Source: an optimization exercise on an open RTL-to-GDS flow (aim: small area). Production flows keep margins and buffers that such runs may drop. RTL that was checked went through simulation tests only; none was proved equivalent to the original. Power figures rest on the tool's default switching activity, not on a simulated workload.

Design metronome_display, start of the top module:
module metronome_display(
    input wire clk,
    input wire reset_n,
    input wire key_inc_n,
    input wire key_dec_n,
    input wire key_mode_n,
    input wire key_opt_n,
    output reg beep_n,
    output wire [3:0] led_n,
    output wire [3:0] dig,
    output reg [7:0] seg
);
Size: about 23 I/O pins.
make LEC_CHECK=0 CAP_MARGIN=20 CORE_MARGIN=2 CORE_UTILIZATION=70 CTS_BUF_LIST=sky130_fd_sc_hd__clkbuf_8 SLEW_MARGIN=20 finish   # period 100.0 ns
run.sh (not shown) runs the stock make flow with config.mk's settings and CLKGATE_MAP_FILE= SYNTH_SCRIPT=/design/flow/synth_recipe.tcl, a recipe that flattens the netlist after the stock synthesis.
The first run went through all stages and came out clean.
Rerun with:
==> flow/flow/run.sh (new file) <==
#!/bin/bash
# The standard layout, with the port buffers made from the smallest buffer cell.
set -euo pipefail
bash standard.sh BUFFER_PORTS_ARGS="-buffer_cell sky130_fd_sc_hd__buf_1" finish > standard.log 2>&1
==> flow/standard.sh (new file) <==
#!/bin/bash
# synth_recipe.tcl (not shown) runs the flow's synth.tcl, then flattens the netlist and writes it again
# the make line also repeats each setting of config.mk as NAME=value (left out here)
make -C /OpenROAD-flow-scripts/flow DESIGN_CONFIG=/design/flow/config.mk WORK_HOME=/design/flow/orfs CLKGATE_MAP_FILE= SYNTH_SCRIPT=/design/flow/synth_recipe.tcl "${@:-finish}"
removed: flow/run.sh
=> Design area drops by about 1.2%. Via count fell by 1.9%. Worst setup slack gets better by 380 ps. Total power came out higher by 0.67%. Routed wire length rises by 1.2%.


## oak
metronome_display, a different RTL version from the one above (not shown whole).
Size: about 950 cells after synthesis, about 23 I/O pins, ~9400 sq um of cells after synthesis.
clock: 100.0 ns
lec_check: 0
cap_margin: 20
core_margin: 2
core_utilization: 70
cts_buf_list: sky130_fd_sc_hd__clkbuf_16
cts_cluster_diameter: 300
cts_cluster_size: 80
slew_margin: 20
Stock flow here: none of the scripts above is used.
diff inputs: oak => pine
Settings: changing CTS_CLUSTER_SIZE from 80 to 40; changing CTS_CLUSTER_DIAMETER from 300 to 200; changing CTS_BUF_LIST from sky130_fd_sc_hd__clkbuf_16 to sky130_fd_sc_hd__clkbuf_8.
Findings:
Higher share of power burned in combinational logic goes to pine over oak.
pine ended up with a lower wire length than oak did.
Via count is higher on oak
Between oak and pine, the final routed wire length divided by cell count is higher for oak.
No run of this note included a check of the RTL's function; only the layout flow was run.


== v4 ==
metronome_display, a different RTL version from the one above (not shown whole).
For scale: ~0.0085 mm^2 of cells after synthesis.
export LEC_CHECK = 0
export CAP_MARGIN = 20
export CORE_MARGIN = 2
export CORE_UTILIZATION = 70
export CTS_BUF_LIST = sky130_fd_sc_hd__clkbuf_8
export SLEW_MARGIN = 20
create_clock -name core_clock -period 100.0 [get_ports {clk}]
standard.sh (not shown) runs the stock make flow with config.mk's settings and CLKGATE_MAP_FILE= SYNTH_SCRIPT=/design/flow/synth_recipe.tcl, a recipe that flattens the netlist after the stock synthesis.
==> flow/flow/run.sh <==
#!/bin/bash
# The standard layout, with three changes:
#  - the combinational logic of the standard synthesis, its half adders included, is
#    re-mapped for area by yosys/ABC (flow/remap.ys with the best of flow/remapN.abc); flip-flops, full
#    adders and tie cells are left untouched, so the registers keep their names and
#    cells; yosys then proves the new netlist equivalent to the standard one
#    (flow/equiv.ys);
#  - the port buffers are made from the smallest buffer cell;
#  - clock tree synthesis runs with its standard arguments plus -dont_use_dummy_load
#    (no dummy load cells for balancing).
set -euo pipefail
ARGS=(BUFFER_PORTS_ARGS="-buffer_cell sky130_fd_sc_hd__buf_1"
      CTS_ARGS="-sink_clustering_enable -repair_clock_nets -buf_list sky130_fd_sc_hd__clkbuf_8 -dont_use_dummy_load")
bash standard.sh "${ARGS[@]}" synth > standard_synth.log 2>&1
R=orfs/results/${FLOW_PLATFORM}/metronome_display/base
cp $R/1_2_yosys.v $R/1_2_yosys_standard.v
LIB=$FLOW_HOME/platforms/${FLOW_PLATFORM}/lib/sky130_fd_sc_hd__tt_025C_1v80.lib
YOSYS=yosys
if [[ -x $FLOW_HOME/../tools/install/yosys/bin/yosys ]]; then YOSYS=$FLOW_HOME/../tools/install/yosys/bin/yosys; fi
# try a few ABC scripts (flow/remapN.abc) and keep the netlist with the least cell area
best=""; best_area=""
for n in 1 2 3 4; do
  sed -e "s#@LIB@#$LIB#g" -e "s#@IN@#$R/1_2_yosys_standard.v#" -e "s#@OUT@#$PWD/remap_$n.v#" \
      -e "s#@ABC@#$PWD/flow/remap$n.abc#" -e "s#@STAT@#$PWD/remap_stat_$n.txt#" flow/remap.ys > remap_$n.ys
  if $YOSYS -s remap_$n.ys > yosys_remap_$n.log 2>&1; then
    area=$(awk '/Chip area/ {print $NF}' remap_stat_$n.txt)
    if [[ -z "$best" ]] || awk -v a="$area" -v b="$best_area" 'BEGIN {exit !(a < b)}'; then
      best=$n; best_area=$area
    fi
  fi
done
echo "re-mapped netlist: script $best, area $best_area" > remap_choice.txt
cp remap_$best.v $R/1_2_yosys.v
sed -e "s#@LIB@#$LIB#g" -e "s#@STD@#$R/1_2_yosys_standard.v#" -e "s#@OUT@#$R/1_2_yosys.v#" flow/equiv.ys > equiv.ys
$YOSYS -s equiv.ys > yosys_equiv.log 2>&1
bash standard.sh "${ARGS[@]}" finish > standard_finish.log 2>&1
==> flow/flow/equiv.ys <==
# Prove that the re-mapped netlist does what the standard synthesis's netlist does
# (registers paired by name).
read_liberty -ignore_miss_func @LIB@
read_verilog @STD@
rename metronome_display gold
read_verilog @OUT@
rename metronome_display gate
hierarchy -check
flatten gold gate
opt_clean
async2sync
equiv_make gold gate equiv
hierarchy -top equiv
equiv_simple -undef
equiv_induct -undef
equiv_status -assert
==> flow/flow/remap.ys <==
# Re-map the combinational logic of the standard synthesis for area. Flip-flops, full
# adders and tie cells are kept as they are (blackboxes), so every register keeps its
# name and cell; everything else, the half adders included, becomes plain logic for ABC.
read_liberty -ignore_miss_func @LIB@
read_verilog @IN@
hierarchy -top metronome_display
setattr -mod -set blackbox 1 sky130_fd_sc_hd__df* sky130_fd_sc_hd__fa_* sky130_fd_sc_hd__conb_*
flatten
techmap
opt_clean -purge
abc -liberty @LIB@ -dont_use sky130_fd_sc_hd__lpflow_bleeder_1 -dont_use sky130_fd_sc_hd__lpflow_clkbufkapwr_1 -dont_use sky130_fd_sc_hd__lpflow_clkbufkapwr_16 -dont_use sky130_fd_sc_hd__lpflow_clkbufkapwr_2 -dont_use sky130_fd_sc_hd__lpflow_clkbufkapwr_4 -dont_use sky130_fd_sc_hd__lpflow_clkbufkapwr_8 -dont_use sky130_fd_sc_hd__lpflow_clkinvkapwr_1 -dont_use sky130_fd_sc_hd__lpflow_clkinvkapwr_16 -dont_use sky130_fd_sc_hd__lpflow_clkinvkapwr_2 -dont_use sky130_fd_sc_hd__lpflow_clkinvkapwr_4 -dont_use sky130_fd_sc_hd__lpflow_clkinvkapwr_8 -dont_use sky130_fd_sc_hd__lpflow_decapkapwr_12 -dont_use sky130_fd_sc_hd__lpflow_decapkapwr_3 -dont_use sky130_fd_sc_hd__lpflow_decapkapwr_4 -dont_use sky130_fd_sc_hd__lpflow_decapkapwr_6 -dont_use sky130_fd_sc_hd__lpflow_decapkapwr_8 -dont_use sky130_fd_sc_hd__lpflow_inputiso0n_1 -dont_use sky130_fd_sc_hd__lpflow_inputiso0p_1 -dont_use sky130_fd_sc_hd__lpflow_inputiso1n_1 -dont_use sky130_fd_sc_hd__lpflow_inputiso1p_1 -dont_use sky130_fd_sc_hd__lpflow_inputisolatch_1 -dont_use sky130_fd_sc_hd__lpflow_isobufsrc_1 -dont_use sky130_fd_sc_hd__lpflow_isobufsrc_16 -dont_use sky130_fd_sc_hd__lpflow_isobufsrc_2 -dont_use sky130_fd_sc_hd__lpflow_isobufsrc_4 -dont_use sky130_fd_sc_hd__lpflow_isobufsrc_8 -dont_use sky130_fd_sc_hd__lpflow_isobufsrckapwr_16 -dont_use sky130_fd_sc_hd__lpflow_lsbuf_lh_hl_isowell_tap_1 -dont_use sky130_fd_sc_hd__lpflow_lsbuf_lh_hl_isowell_tap_2 -dont_use sky130_fd_sc_hd__lpflow_lsbuf_lh_hl_isowell_tap_4 -dont_use sky130_fd_sc_hd__lpflow_lsbuf_lh_isowell_4 -dont_use sky130_fd_sc_hd__lpflow_lsbuf_lh_isowell_tap_1 -dont_use sky130_fd_sc_hd__lpflow_lsbuf_lh_isowell_tap_2 -dont_use sky130_fd_sc_hd__lpflow_lsbuf_lh_isowell_tap_4 -dont_use sky130_fd_sc_hd__probe_p_8 -dont_use sky130_fd_sc_hd__probec_p_8  -script @ABC@
read_liberty -lib -ignore_redef @LIB@
opt_clean -purge
splitnets
hilomap -singleton -hicell sky130_fd_sc_hd__conb_1 HI -locell sky130_fd_sc_hd__conb_1 LO
insbuf -buf sky130_fd_sc_hd__buf_4 A X
opt_clean -purge
check -assert
select -assert-none t:$*
tee -o @STAT@ stat -liberty @LIB@
write_verilog -noattr -nohex -nodec @OUT@
==> flow/flow/remap1.abc <==
strash
&get -n
&st
&syn2
&dch -f
&nf -R 1000
&put
topo
==> flow/flow/remap2.abc <==
strash
&get -n
&st
&dch -f
&nf -R 1000
&put
topo
==> flow/flow/remap3.abc <==
strash
dc2
&get -n
&st
&dch -f
&nf -R 1000 -p
&put
topo
==> flow/flow/remap4.abc <==
strash
&get -n
&st
&syn2
&synch2
&dch -f
&nf -R 1000
&st
&syn2
&dch -f
&nf -R 1000
&put
topo
Input-level comparison between v41 and v4:
==> flow/flow/run.sh <==
#!/bin/bash
# The standard layout, with three changes:
#  - the combinational logic of the standard synthesis, its half adders included, is
#    re-mapped for area by yosys/ABC (flow/remap.ys, flow/remap.abc); flip-flops, full
#    adders and tie cells are left untouched, so the registers keep their names and
#    cells; yosys then proves the new netlist equivalent to the standard one
#    (flow/equiv.ys);
#  - the port buffers are made from the smallest buffer cell;
#  - clock tree synthesis runs with its standard arguments plus -dont_use_dummy_load
#    (no dummy load cells for balancing).
set -euo pipefail
ARGS=(BUFFER_PORTS_ARGS="-buffer_cell sky130_fd_sc_hd__buf_1"
      CTS_ARGS="-sink_clustering_enable -repair_clock_nets -buf_list sky130_fd_sc_hd__clkbuf_8 -dont_use_dummy_load")
bash standard.sh "${ARGS[@]}" synth > standard_synth.log 2>&1
R=orfs/results/${FLOW_PLATFORM}/metronome_display/base
cp $R/1_2_yosys.v $R/1_2_yosys_standard.v
LIB=$FLOW_HOME/platforms/${FLOW_PLATFORM}/lib/sky130_fd_sc_hd__tt_025C_1v80.lib
sed -e "s#@LIB@#$LIB#g" -e "s#@IN@#$R/1_2_yosys_standard.v#" -e "s#@OUT@#$R/1_2_yosys.v#" \
    -e "s#@ABC@#$PWD/flow/remap.abc#" -e "s#@STAT@#$PWD/remap_stat.txt#" flow/remap.ys > remap.ys
YOSYS=yosys
if [[ -x $FLOW_HOME/../tools/install/yosys/bin/yosys ]]; then YOSYS=$FLOW_HOME/../tools/install/yosys/bin/yosys; fi
$YOSYS -s remap.ys > yosys_remap.log 2>&1
sed -e "s#@LIB@#$LIB#g" -e "s#@STD@#$R/1_2_yosys_standard.v#" -e "s#@OUT@#$R/1_2_yosys.v#" flow/equiv.ys > equiv.ys
$YOSYS -s equiv.ys > yosys_equiv.log 2>&1
bash standard.sh "${ARGS[@]}" finish > standard_finish.log 2>&1
==> flow/flow/remap.abc (new file) <==
strash
&get -n
&st
&syn2
&dch -f
&nf -R 1000
&put
topo
removed: flow/flow/remap1.abc
removed: flow/flow/remap2.abc
removed: flow/flow/remap3.abc
removed: flow/flow/remap4.abc
## What came out
Against v4, total via count after detailed routing in v41 rose by a few percent. The final reports for v41 and v4 show inverter count higher in the former. Number of nets at the end of the flow, v4 and v41: smaller value in v4. Ratio of final minimum period to clock period across v4 and v41: no real change. The lower final wirelength came out of v4.
Edits applied to the flow inputs when going from v41 to v23:
--- a/flow/flow/run.sh
+++ b/flow/flow/run.sh
@@ -1,9 +1,8 @@
 #!/bin/bash
 # The standard layout, with three changes:
-#  - the combinational logic of the standard synthesis, its half adders included, is
-#    re-mapped for area by yosys/ABC (flow/remap.ys, flow/remap.abc); flip-flops, full
-#    adders and tie cells are left untouched, so the registers keep their names and
-#    cells; yosys then proves the new netlist equivalent to the standard one
-#    (flow/equiv.ys);
+#  - the combinational logic of the standard synthesis, its adder cells included, is
+#    re-mapped for area by yosys/ABC (flow/remap.ys, flow/remap.abc, flow/soft.v);
+#    flip-flops and tie cells are left untouched, so the registers keep their names
+#    and cells;
 #  - the port buffers are made from the smallest buffer cell;
 #  - clock tree synthesis runs with its standard arguments plus -dont_use_dummy_load
@@ -15,6 +14,7 @@
 R=orfs/results/${FLOW_PLATFORM}/metronome_display/base
 cp $R/1_2_yosys.v $R/1_2_yosys_standard.v
+sed -e 's/^\( *\)sky130_fd_sc_hd__fa_1 /\1fa_soft /' $R/1_2_yosys_standard.v > remap_in.v
 LIB=$FLOW_HOME/platforms/${FLOW_PLATFORM}/lib/sky130_fd_sc_hd__tt_025C_1v80.lib
-sed -e "s#@LIB@#$LIB#g" -e "s#@IN@#$R/1_2_yosys_standard.v#" -e "s#@OUT@#$R/1_2_yosys.v#" \
+sed -e "s#@LIB@#$LIB#g" -e "s#@IN@#$PWD/remap_in.v#" -e "s#@SOFT@#$PWD/flow/soft.v#" -e "s#@OUT@#$R/1_2_yosys.v#" \
     -e "s#@ABC@#$PWD/flow/remap.abc#" -e "s#@STAT@#$PWD/remap_stat.txt#" flow/remap.ys > remap.ys
 YOSYS=yosys
==> flow/flow/remap.ys <==
# Re-map the combinational logic of the standard synthesis for area. Flip-flops and
# tie cells are kept as they are (blackboxes), so every register keeps its name and
# cell; everything else, the adder cells included (the input netlist has its full adders renamed
# to fa_soft, flow/soft.v), becomes plain logic for ABC.
read_liberty -ignore_miss_func @LIB@
read_verilog @SOFT@
read_verilog @IN@
hierarchy -top metronome_display
setattr -mod -set blackbox 1 sky130_fd_sc_hd__df* sky130_fd_sc_hd__conb_*
flatten
opt_clean -purge
abc -liberty @LIB@ -dont_use sky130_fd_sc_hd__lpflow_bleeder_1 -dont_use sky130_fd_sc_hd__lpflow_clkbufkapwr_1 -dont_use sky130_fd_sc_hd__lpflow_clkbufkapwr_16 -dont_use sky130_fd_sc_hd__lpflow_clkbufkapwr_2 -dont_use sky130_fd_sc_hd__lpflow_clkbufkapwr_4 -dont_use sky130_fd_sc_hd__lpflow_clkbufkapwr_8 -dont_use sky130_fd_sc_hd__lpflow_clkinvkapwr_1 -dont_use sky130_fd_sc_hd__lpflow_clkinvkapwr_16 -dont_use sky130_fd_sc_hd__lpflow_clkinvkapwr_2 -dont_use sky130_fd_sc_hd__lpflow_clkinvkapwr_4 -dont_use sky130_fd_sc_hd__lpflow_clkinvkapwr_8 -dont_use sky130_fd_sc_hd__lpflow_decapkapwr_12 -dont_use sky130_fd_sc_hd__lpflow_decapkapwr_3 -dont_use sky130_fd_sc_hd__lpflow_decapkapwr_4 -dont_use sky130_fd_sc_hd__lpflow_decapkapwr_6 -dont_use sky130_fd_sc_hd__lpflow_decapkapwr_8 -dont_use sky130_fd_sc_hd__lpflow_inputiso0n_1 -dont_use sky130_fd_sc_hd__lpflow_inputiso0p_1 -dont_use sky130_fd_sc_hd__lpflow_inputiso1n_1 -dont_use sky130_fd_sc_hd__lpflow_inputiso1p_1 -dont_use sky130_fd_sc_hd__lpflow_inputisolatch_1 -dont_use sky130_fd_sc_hd__lpflow_isobufsrc_1 -dont_use sky130_fd_sc_hd__lpflow_isobufsrc_16 -dont_use sky130_fd_sc_hd__lpflow_isobufsrc_2 -dont_use sky130_fd_sc_hd__lpflow_isobufsrc_4 -dont_use sky130_fd_sc_hd__lpflow_isobufsrc_8 -dont_use sky130_fd_sc_hd__lpflow_isobufsrckapwr_16 -dont_use sky130_fd_sc_hd__lpflow_lsbuf_lh_hl_isowell_tap_1 -dont_use sky130_fd_sc_hd__lpflow_lsbuf_lh_hl_isowell_tap_2 -dont_use sky130_fd_sc_hd__lpflow_lsbuf_lh_hl_isowell_tap_4 -dont_use sky130_fd_sc_hd__lpflow_lsbuf_lh_isowell_4 -dont_use sky130_fd_sc_hd__lpflow_lsbuf_lh_isowell_tap_1 -dont_use sky130_fd_sc_hd__lpflow_lsbuf_lh_isowell_tap_2 -dont_use sky130_fd_sc_hd__lpflow_lsbuf_lh_isowell_tap_4 -dont_use sky130_fd_sc_hd__probe_p_8 -dont_use sky130_fd_sc_hd__probec_p_8  -script @ABC@
read_liberty -lib -ignore_redef @LIB@
opt_clean -purge
splitnets
hilomap -singleton -hicell sky130_fd_sc_hd__conb_1 HI -locell sky130_fd_sc_hd__conb_1 LO
insbuf -buf sky130_fd_sc_hd__buf_4 A X
opt_clean -purge
check -assert
tee -o @STAT@ stat -liberty @LIB@
write_verilog -noattr -nohex -nodec @OUT@
==> flow/flow/soft.v (new file) <==
// Full adder as plain logic, so that ABC may restructure the adders of the
// standard synthesis together with the logic around them.
module fa_soft(input A, input B, input CIN, output COUT, output SUM);
  assign SUM = A ^ B ^ CIN;
  assign COUT = (A & B) | (CIN & (A ^ B));
endmodule
[summary]
Flow for v23 halted at netlist read-in after synthesis (1_synth), error code STA-0171.
#### Input delta (v24 over v23)
Settings: GPL_TIMING_DRIVEN newly set to 0.
==> flow/flow/run.sh <==
#!/bin/bash
# The standard layout, with three changes:
#  - the combinational logic of the standard synthesis is re-mapped for area by
#    yosys/ABC (flow/remap.ys, flow/remap.abc); flip-flops, adders and tie cells are
#    left untouched, so the registers keep their names and cells;
#  - the port buffers are made from the smallest buffer cell;
#  - clock tree synthesis runs with its standard arguments plus -dont_use_dummy_load
#    (no dummy load cells for balancing).
set -euo pipefail
ARGS=(BUFFER_PORTS_ARGS="-buffer_cell sky130_fd_sc_hd__buf_1"
      CTS_ARGS="-sink_clustering_enable -repair_clock_nets -buf_list sky130_fd_sc_hd__clkbuf_8 -dont_use_dummy_load")
bash standard.sh "${ARGS[@]}" synth > standard_synth.log 2>&1
R=orfs/results/${FLOW_PLATFORM}/metronome_display/base
cp $R/1_2_yosys.v $R/1_2_yosys_standard.v
LIB=$FLOW_HOME/platforms/${FLOW_PLATFORM}/lib/sky130_fd_sc_hd__tt_025C_1v80.lib
sed -e "s#@LIB@#$LIB#g" -e "s#@IN@#$R/1_2_yosys_standard.v#" -e "s#@OUT@#$R/1_2_yosys.v#" \
    -e "s#@ABC@#$PWD/flow/remap.abc#" -e "s#@STAT@#$PWD/remap_stat.txt#" flow/remap.ys > remap.ys
YOSYS=yosys
if [[ -x $FLOW_HOME/../tools/install/yosys/bin/yosys ]]; then YOSYS=$FLOW_HOME/../tools/install/yosys/bin/yosys; fi
$YOSYS -s remap.ys > yosys_remap.log 2>&1
bash standard.sh "${ARGS[@]}" finish > standard_finish.log 2>&1
--- a/flow/flow/remap.ys
+++ b/flow/flow/remap.ys
@@ -1,11 +1,9 @@
-# Re-map the combinational logic of the standard synthesis for area. Flip-flops and
-# tie cells are kept as they are (blackboxes), so every register keeps its name and
-# cell; everything else, the adder cells included (the input netlist has its full adders renamed
-# to fa_soft, flow/soft.v), becomes plain logic for ABC.
+# Re-map the combinational logic of the standard synthesis for area. Flip-flops, full
+# and half adders and tie cells are kept as they are (blackboxes), so every register
+# keeps its name and cell.
 read_liberty -ignore_miss_func @LIB@
-read_verilog @SOFT@
 read_verilog @IN@
 hierarchy -top metronome_display
-setattr -mod -set blackbox 1 sky130_fd_sc_hd__df* sky130_fd_sc_hd__conb_*
+setattr -mod -set blackbox 1 sky130_fd_sc_hd__df* sky130_fd_sc_hd__fa_* sky130_fd_sc_hd__ha_* sky130_fd_sc_hd__conb_*
 flatten
 opt_clean -purge
removed: flow/flow/equiv.ys
removed: flow/flow/soft.v
Findings:
v24 has completed all stages; timing, DRC and antenna checks passed.

==> static timing again, ports no longer ideal <==
Ports are ideal in the flow. The routed layouts listed here were re-timed in OpenROAD.
Step 1 (the two cells are an assumption about what drives the block):
set clk [get_ports {clk}]
set_driving_cell -lib_cell sky130_fd_sc_hd__clkbuf_16 $clk
set_driving_cell -lib_cell sky130_fd_sc_hd__buf_2 [delete_from_list [all_inputs] $clk]
Step 2, shift: input delay + t, output delay - t, t = (earliest + latest rising clock arrival at the registers) / 2. This alone moves slack from input paths to output paths.
a / b / c = ideal / step 1 / step 2; a / b = the first two.
run | t, ns | setup WS [ns] | worst setup path after step 2 | clock arrival spread, ns | pins driven straight from the clock port
the first run of note 1 | 0.501 | 76.480 / 76.441 / 76.942 | register to output | 0.016 / 0.016 | 1
the second run of note 1 | 0.511 | 76.862 / 76.822 / 77.333 | register to output | 0.010 / 0.010 | 1
oak | 0.473 | 76.673 / 76.634 / 77.107 | register to output | 0.012 / 0.013 | 1
pine | 0.498 | 76.617 / 76.583 / 77.081 | register to output | 0.020 / 0.019 | 1
v4 | 0.479 | 77.134 / 77.095 / 77.574 | register to output | 0.027 / 0.027 | 1
v41 | 0.478 | 77.092 / 77.057 / 77.535 | register to output | 0.028 / 0.028 | 1
v24 | 0.478 | 76.713 / 76.677 / 77.155 | register to output | 0.023 / 0.023 | 1
After both steps every run listed still meets setup and hold.
